This is an optimization exercise on Yosys and OpenROAD, whose aim is small area, a short achievable clock period and few clock cycles per item, not a production implementation.
The RTL was checked by simulation tests, not by an equivalence proof against the original design.
No activity file was given, so power comes from the tool's default toggle rates.

==> flow/design.v <==
module sorting(
    input             clk_i,
    input             rst_ni,
    input             start_clear_i,  
    input [31:0]      nums_i,         
    output reg        valid_o,        
    output [31:0]     sorted_nums_o   
);
    function [7:0] ce;
        input [3:0] a, b;
        reg g, l, sel;
        reg [3:0] lo, hi;
        integer i;
        begin
            g = 1'b0;
            l = 1'b0;
            for (i = 3; i >= 0; i = i - 1) begin
                sel = g | (~l & a[i]);
                lo[i] = sel ? b[i] : a[i];
                hi[i] = sel ? a[i] : b[i];
                g = sel & (g | ~b[i]);
                l = ~sel & (l | b[i]);
            end
            ce = {hi, lo};
        end
    endfunction
    wire [3:0] a0 = nums_i[3:0];
    wire [3:0] a1 = nums_i[7:4];
    wire [3:0] a2 = nums_i[11:8];
    wire [3:0] a3 = nums_i[15:12];
    wire [3:0] a4 = nums_i[19:16];
    wire [3:0] a5 = nums_i[23:20];
    wire [3:0] a6 = nums_i[27:24];
    wire [3:0] a7 = nums_i[31:28];
    wire [3:0] b0, b1, b2, b3, b4, b5, b6, b7;
    assign {b2, b0} = ce(a0, a2);
    assign {b3, b1} = ce(a1, a3);
    assign {b6, b4} = ce(a4, a6);
    assign {b7, b5} = ce(a5, a7);
    wire [3:0] c0, c1, c2, c3, c4, c5, c6, c7;
    assign {c4, c0} = ce(b0, b4);
    assign {c5, c1} = ce(b1, b5);
    assign {c6, c2} = ce(b2, b6);
    assign {c7, c3} = ce(b3, b7);
    wire [3:0] d0, d1, d2, d3, d4, d5, d6, d7;
    assign {d1, d0} = ce(c0, c1);
    assign {d3, d2} = ce(c2, c3);
    assign {d5, d4} = ce(c4, c5);
    assign {d7, d6} = ce(c6, c7);
    wire [3:0] f2, f3, f4, f5;
    assign {f4, f2} = ce(d2, d4);
    assign {f5, f3} = ce(d3, d5);
    reg [31:0] mid;
    always @(posedge clk_i) begin
        if (rst_ni == 1'b0)
            valid_o <= 1'b0;
        else
            valid_o <= start_clear_i;
    end
    always @(posedge clk_i) begin
        if (valid_o == 1'b0)
            mid <= {d7, d6, f5, f4, f3, f2, d1, d0};
    end
    wire [3:0] e0 = mid[3:0];
    wire [3:0] e1 = mid[7:4];
    wire [3:0] e2 = mid[11:8];
    wire [3:0] e3 = mid[15:12];
    wire [3:0] e4 = mid[19:16];
    wire [3:0] e5 = mid[23:20];
    wire [3:0] e6 = mid[27:24];
    wire [3:0] e7 = mid[31:28];
    wire [3:0] g1, g3, g4, g6;
    assign {g4, g1} = ce(e1, e4);
    assign {g6, g3} = ce(e3, e6);
    assign sorted_nums_o[3:0]  = e0;
    assign {sorted_nums_o[11:8],   sorted_nums_o[7:4]}   = ce(g1, e2);
    assign {sorted_nums_o[19:16],  sorted_nums_o[15:12]} = ce(g3, g4);
    assign {sorted_nums_o[27:24],   sorted_nums_o[23:20]}  = ce(e5, g6);
    assign sorted_nums_o[31:28] = e7;
endmodule
export LEC_CHECK = 0
export ABC_AREA = 1
export CAP_MARGIN = 20
export CORE_MARGIN = 2
export CORE_UTILIZATION = 55
export PLACE_DENSITY = 0.6
export SLEW_MARGIN = 20
create_clock -name core_clock -period 8.0 [get_ports {clk_i}]
standard.sh (not shown) runs the stock make flow with config.mk's settings and CLKGATE_MAP_FILE= SYNTH_SCRIPT=/design/flow/synth_recipe.tcl, a recipe that flattens the netlist after the stock synthesis.
==> flow/flow/run.sh <==
#!/bin/bash
# The standard layout with two changes:
#  - synthesis is the standard flow's own script with its one ABC mapping call replaced by
#    the two in flow/split_abc.tcl (register names and every other step are
#    unchanged);
#  - the port buffers are plain buf_1 cells in place of the delay cells
#    buffer_ports picks by default. Every port still gets a buffer.
set -euo pipefail
W=$(pwd)
export FLOW_DIR="$W/flow"
awk -v f="$W/flow/split_abc.tcl" '
  $0 == "  log_cmd abc {*}$abc_args" { while ((getline l < f) > 0) print l; n++; next }
  { print }
  END { if (n != 1) exit 1 }' "$FLOW_HOME/scripts/synth.tcl" > "$W/flow_synth.tcl"
sed "s#source \$::env(SCRIPTS_DIR)/synth.tcl#source $W/flow_synth.tcl#" \
    "$W/synth_recipe.tcl" > "$W/flow_synth_recipe.tcl"
grep -q "flow_synth.tcl" "$W/flow_synth_recipe.tcl"
sed "s#SYNTH_SCRIPT=[^ ]*#SYNTH_SCRIPT=$W/flow_synth_recipe.tcl#" "$W/standard.sh" > "$W/flow_standard.sh"
grep -q "flow_synth_recipe.tcl" "$W/flow_standard.sh"
export BUFFER_PORTS_ARGS="-buffer_cell sky130_fd_sc_hd__buf_1"
bash "$W/flow_standard.sh" > "$W/flow_standard.log" 2>&1
==> flow/flow/map_in.abc <==
strash
dc2
dch
map -D 3000 -B 0.9
topo
stime -c
buffer -c
upsize -c
dnsize -c
==> flow/flow/map_out.abc <==
strash
dch
map -B 0.9
topo
stime -c
buffer -c
upsize -c
dnsize -c
==> flow/flow/split_abc.tcl <==
# Replaces synth.tcl's single abc call. The logic from the register to the
# outputs (the cone of sorted_nums_o, stopping at flip-flops) is mapped first
# with ORFS's delay-driven area script (map_out.abc); the rest, from the inputs
# to the register, is then mapped with map_in.abc, which adds a required time
# so ABC recovers area off the critical paths.
select -set outcone o:sorted_nums_o %ci*:-sky130_fd_sc_hd__edfxtp_1:-sky130_fd_sc_hd__dfxtp_1
log_cmd abc {*}[lreplace $abc_args 1 1 $::env(FLOW_DIR)/map_out.abc] @outcone
log_cmd abc {*}[lreplace $abc_args 1 1 $::env(FLOW_DIR)/map_in.abc]
Testbench counts at the start, summed over its fixed seeds: cycles 4,000, sorts 2,000.
Next try:
--- a/flow/design.v
+++ b/flow/design.v
@@ -5,26 +5,42 @@
     input [31:0]      nums_i,         
     output reg        valid_o,        
     output [31:0]     sorted_nums_o   
 );
     function [7:0] ce;
         input [3:0] a, b;
-        reg g, l, sel;
+        reg g, l, ng, nl, sel;
         reg [3:0] lo, hi;
         integer i;
         begin
             g = 1'b0;
             l = 1'b0;
             for (i = 3; i >= 0; i = i - 1) begin
                 sel = g | (~l & a[i]);
                 lo[i] = sel ? b[i] : a[i];
                 hi[i] = sel ? a[i] : b[i];
-                g = sel & (g | ~b[i]);
-                l = ~sel & (l | b[i]);
+                ng = g | (~l & a[i] & ~b[i]);
+                nl = l | (~g & ~a[i] & b[i]);
+                g = ng;
+                l = nl;
             end
             ce = {hi, lo};
+        end
+    endfunction
+    function [7:0] ce_par;
+        input [3:0] a, b;
+        reg [3:0] g, n, sel;
+        begin
+            g = a & ~b;      
+            n = a | ~b;      
+            sel[3] = a[3];
+            sel[2] = g[3] | (n[3] & a[2]);
+            sel[1] = g[3] | (n[3] & g[2]) | (n[3] & n[2] & a[1]);
+            sel[0] = g[3] | (n[3] & g[2]) | (n[3] & n[2] & g[1]) |
+                     (n[3] & n[2] & n[1] & a[0]);
+            ce_par = {(sel & a) | (~sel & b), (sel & b) | (~sel & a)};
         end
     endfunction
     wire [3:0] a0 = nums_i[3:0];
     wire [3:0] a1 = nums_i[7:4];
     wire [3:0] a2 = nums_i[11:8];
     wire [3:0] a3 = nums_i[15:12];
@@ -67,14 +83,14 @@
     wire [3:0] e3 = mid[15:12];
     wire [3:0] e4 = mid[19:16];
     wire [3:0] e5 = mid[23:20];
     wire [3:0] e6 = mid[27:24];
     wire [3:0] e7 = mid[31:28];
     wire [3:0] g1, g3, g4, g6;
-    assign {g4, g1} = ce(e1, e4);
-    assign {g6, g3} = ce(e3, e6);
+    assign {g4, g1} = ce_par(e1, e4);
+    assign {g6, g3} = ce_par(e3, e6);
     assign sorted_nums_o[3:0]  = e0;
-    assign {sorted_nums_o[11:8],   sorted_nums_o[7:4]}   = ce(g1, e2);
-    assign {sorted_nums_o[19:16],  sorted_nums_o[15:12]} = ce(g3, g4);
-    assign {sorted_nums_o[27:24],   sorted_nums_o[23:20]}  = ce(e5, g6);
+    assign {sorted_nums_o[11:8],   sorted_nums_o[7:4]}   = ce_par(g1, e2);
+    assign {sorted_nums_o[19:16],  sorted_nums_o[15:12]} = ce_par(g3, g4);
+    assign {sorted_nums_o[27:24],   sorted_nums_o[23:20]}  = ce_par(e5, g6);
     assign sorted_nums_o[31:28] = e7;
 endmodule
Critical path depth is lower by 2.
Total power grows by 9.4%.
Clock power climbs by 35%.
Routed wire length went down by 0.94%.
Area after synthesis goes up by 1.3%.
Cell area rose by 2.0%.
Global-route usage came out lower by 0.97 points.
Via count went up by 3.4%.
Synthesized cell count climbs by 4.3%.
Non-clock buffer count does not change.
Worst setup slack degrades by 9.2 ps.
Die area goes up by 1.2%.
Clock skew barely changes.
Testbench counts after the change, summed over its fixed seeds: cycles 4,000, sorts 2,000.

* * *

Another version of the RTL of sorting (not shown whole).
For scale: ~0.0036 mm2 of cells after synthesis.
==> module sorting, before the edit <==
module sorting(
    input             clk_i,
    input             rst_ni,
    input             start_clear_i,  
    input [31:0]      nums_i,         
    output reg        valid_o,        
    output [31:0]     sorted_nums_o   
);
    function [7:0] ce;
        input [3:0] a, b;
        reg g, l, sel;
        reg [3:0] lo, hi;
        integer i;
        begin
            g = 1'b0;
            l = 1'b0;
            for (i = 3; i >= 0; i = i - 1) begin
                sel = ~l & (g | a[i]);
                lo[i] = sel ? b[i] : a[i];
                hi[i] = sel ? a[i] : b[i];
                g = sel & (g | ~b[i]);
                l = ~sel & (l | b[i]);
            end
            ce = {hi, lo};
        end
    endfunction
    wire [3:0] a0 = nums_i[3:0];
    wire [3:0] a1 = nums_i[7:4];
    wire [3:0] a2 = nums_i[11:8];
    wire [3:0] a3 = nums_i[15:12];
    wire [3:0] a4 = nums_i[19:16];
    wire [3:0] a5 = nums_i[23:20];
    wire [3:0] a6 = nums_i[27:24];
    wire [3:0] a7 = nums_i[31:28];
    wire [3:0] b0, b1, b2, b3, b4, b5, b6, b7;
    assign {b2, b0} = ce(a0, a2);
    assign {b3, b1} = ce(a1, a3);
    assign {b6, b4} = ce(a4, a6);
    assign {b7, b5} = ce(a5, a7);
    wire [3:0] c0, c1, c2, c3, c4, c5, c6, c7;
    assign {c4, c0} = ce(b0, b4);
    assign {c5, c1} = ce(b1, b5);
    assign {c6, c2} = ce(b2, b6);
    assign {c7, c3} = ce(b3, b7);
    wire [3:0] d0, d1, d2, d3, d4, d5, d6, d7;
    assign {d1, d0} = ce(c0, c1);
    assign {d3, d2} = ce(c2, c3);
    assign {d5, d4} = ce(c4, c5);
    assign {d7, d6} = ce(c6, c7);
    wire [3:0] f2, f3, f4, f5;
    assign {f4, f2} = ce(d2, d4);
    assign {f5, f3} = ce(d3, d5);
    reg [31:0] mid;
    always @(posedge clk_i) begin
        if (rst_ni == 1'b0)
            valid_o <= 1'b0;
        else
            valid_o <= start_clear_i;
    end
    always @(posedge clk_i) begin
        if (valid_o == 1'b0)
            mid <= {d7, d6, f5, f4, f3, f2, d1, d0};
    end
    wire [3:0] e0 = mid[3:0];
    wire [3:0] e1 = mid[7:4];
    wire [3:0] e2 = mid[11:8];
    wire [3:0] e3 = mid[15:12];
    wire [3:0] e4 = mid[19:16];
    wire [3:0] e5 = mid[23:20];
    wire [3:0] e6 = mid[27:24];
    wire [3:0] e7 = mid[31:28];
    wire [3:0] g1, g3, g4, g6;
    assign {g4, g1} = ce(e1, e4);
    assign {g6, g3} = ce(e3, e6);
    assign sorted_nums_o[3:0]  = e0;
    assign {sorted_nums_o[11:8],   sorted_nums_o[7:4]}   = ce(g1, e2);
    assign {sorted_nums_o[19:16],  sorted_nums_o[15:12]} = ce(g3, g4);
    assign {sorted_nums_o[27:24],   sorted_nums_o[23:20]}  = ce(e5, g6);
    assign sorted_nums_o[31:28] = e7;
endmodule
clock: 8.0 ns
lec_check: 0
abc_area: 1
cap_margin: 20
core_margin: 2
core_utilization: 55
place_density: 0.6
slew_margin: 20
Scripts as last shown in full above: flow/flow/run.sh, flow/flow/map_in.abc, flow/flow/map_out.abc, flow/flow/split_abc.tcl
Testbench counts at the start, summed over its fixed seeds: cycles 4,000, sorts 2,000.
Rerun with:
--- a/flow/design.v
+++ b/flow/design.v
@@ -9,16 +9,17 @@
     function [7:0] ce;
         input [3:0] a, b;
-        reg g, l, sel;
+        reg g, l, sl, sh;
         reg [3:0] lo, hi;
         integer i;
         begin
-            g = 1'b0;
-            l = 1'b0;
+            g = 1'b0;    
+            l = 1'b0;    
             for (i = 3; i >= 0; i = i - 1) begin
-                sel = ~l & (g | a[i]);
-                lo[i] = sel ? b[i] : a[i];
-                hi[i] = sel ? a[i] : b[i];
-                g = sel & (g | ~b[i]);
-                l = ~sel & (l | b[i]);
+                sl = g | (~l & ~b[i]);
+                sh = g | (~l & a[i]);
+                lo[i] = sl ? b[i] : a[i];
+                hi[i] = sh ? a[i] : b[i];
+                g = sh & (g | ~b[i]);
+                l = ~sh & (l | b[i]);
             end
             ce = {hi, lo};
Outcome:
- total power goes down by 3.2%
- cell area drops by 3.0%
- synthesized area decreases by 3.2%
- die area fell by 3.1%
- routed wire length came out higher by 4.5%
- utilization went up by 1.4 points
- setup slack barely changes
- worst hold slack got worse by 3.1 ps
- sequential share of layout area grows by 0.75 points
Testbench counts after the change, summed over its fixed seeds: cycles 4,000, sorts 2,000.

## separate check: timing with driven ports
The results above use ideal ports. As a check the final layouts listed here were re-extracted and re-timed, cells and wires unchanged.
Step 1: set_driving_cell puts a clkbuf_16 on clk_i and a buf_2 on each other input, an assumption about the parent block.
Step 2 times the ports against the registers' clock, not the clock port: input delays grow and output delays shrink by t, the midpoint of the rising clock arrivals with the driver on.
Three values: ideal, step 1, step 2; two values: the first two.
| run | t (ns) | setup slack, ns | hold WS [ns] | cell pins on the clock port's net |
|---|---|---|---|---|
| the first run of note 1 | 0.308 | 4.474 / 4.447 / 4.344 | 0.847 / 0.847 / 0.847 | 1 |
| the second run of note 1 | 0.312 | 4.465 / 4.439 / 4.180 | 0.839 / 0.839 / 0.839 | 1 |
| the first run of note 2 | 0.308 | 4.508 / 4.482 / 4.276 | 0.853 / 0.853 / 0.853 | 1 |
| the second run of note 2 | 0.304 | 4.509 / 4.482 / 4.255 | 0.850 / 0.850 / 0.850 | 1 |
After both steps every run listed still meets setup and hold. The setup slack of the second run of note 1, which loses most, moves by -0.026 ns with the drivers and by -0.285 ns with both steps.
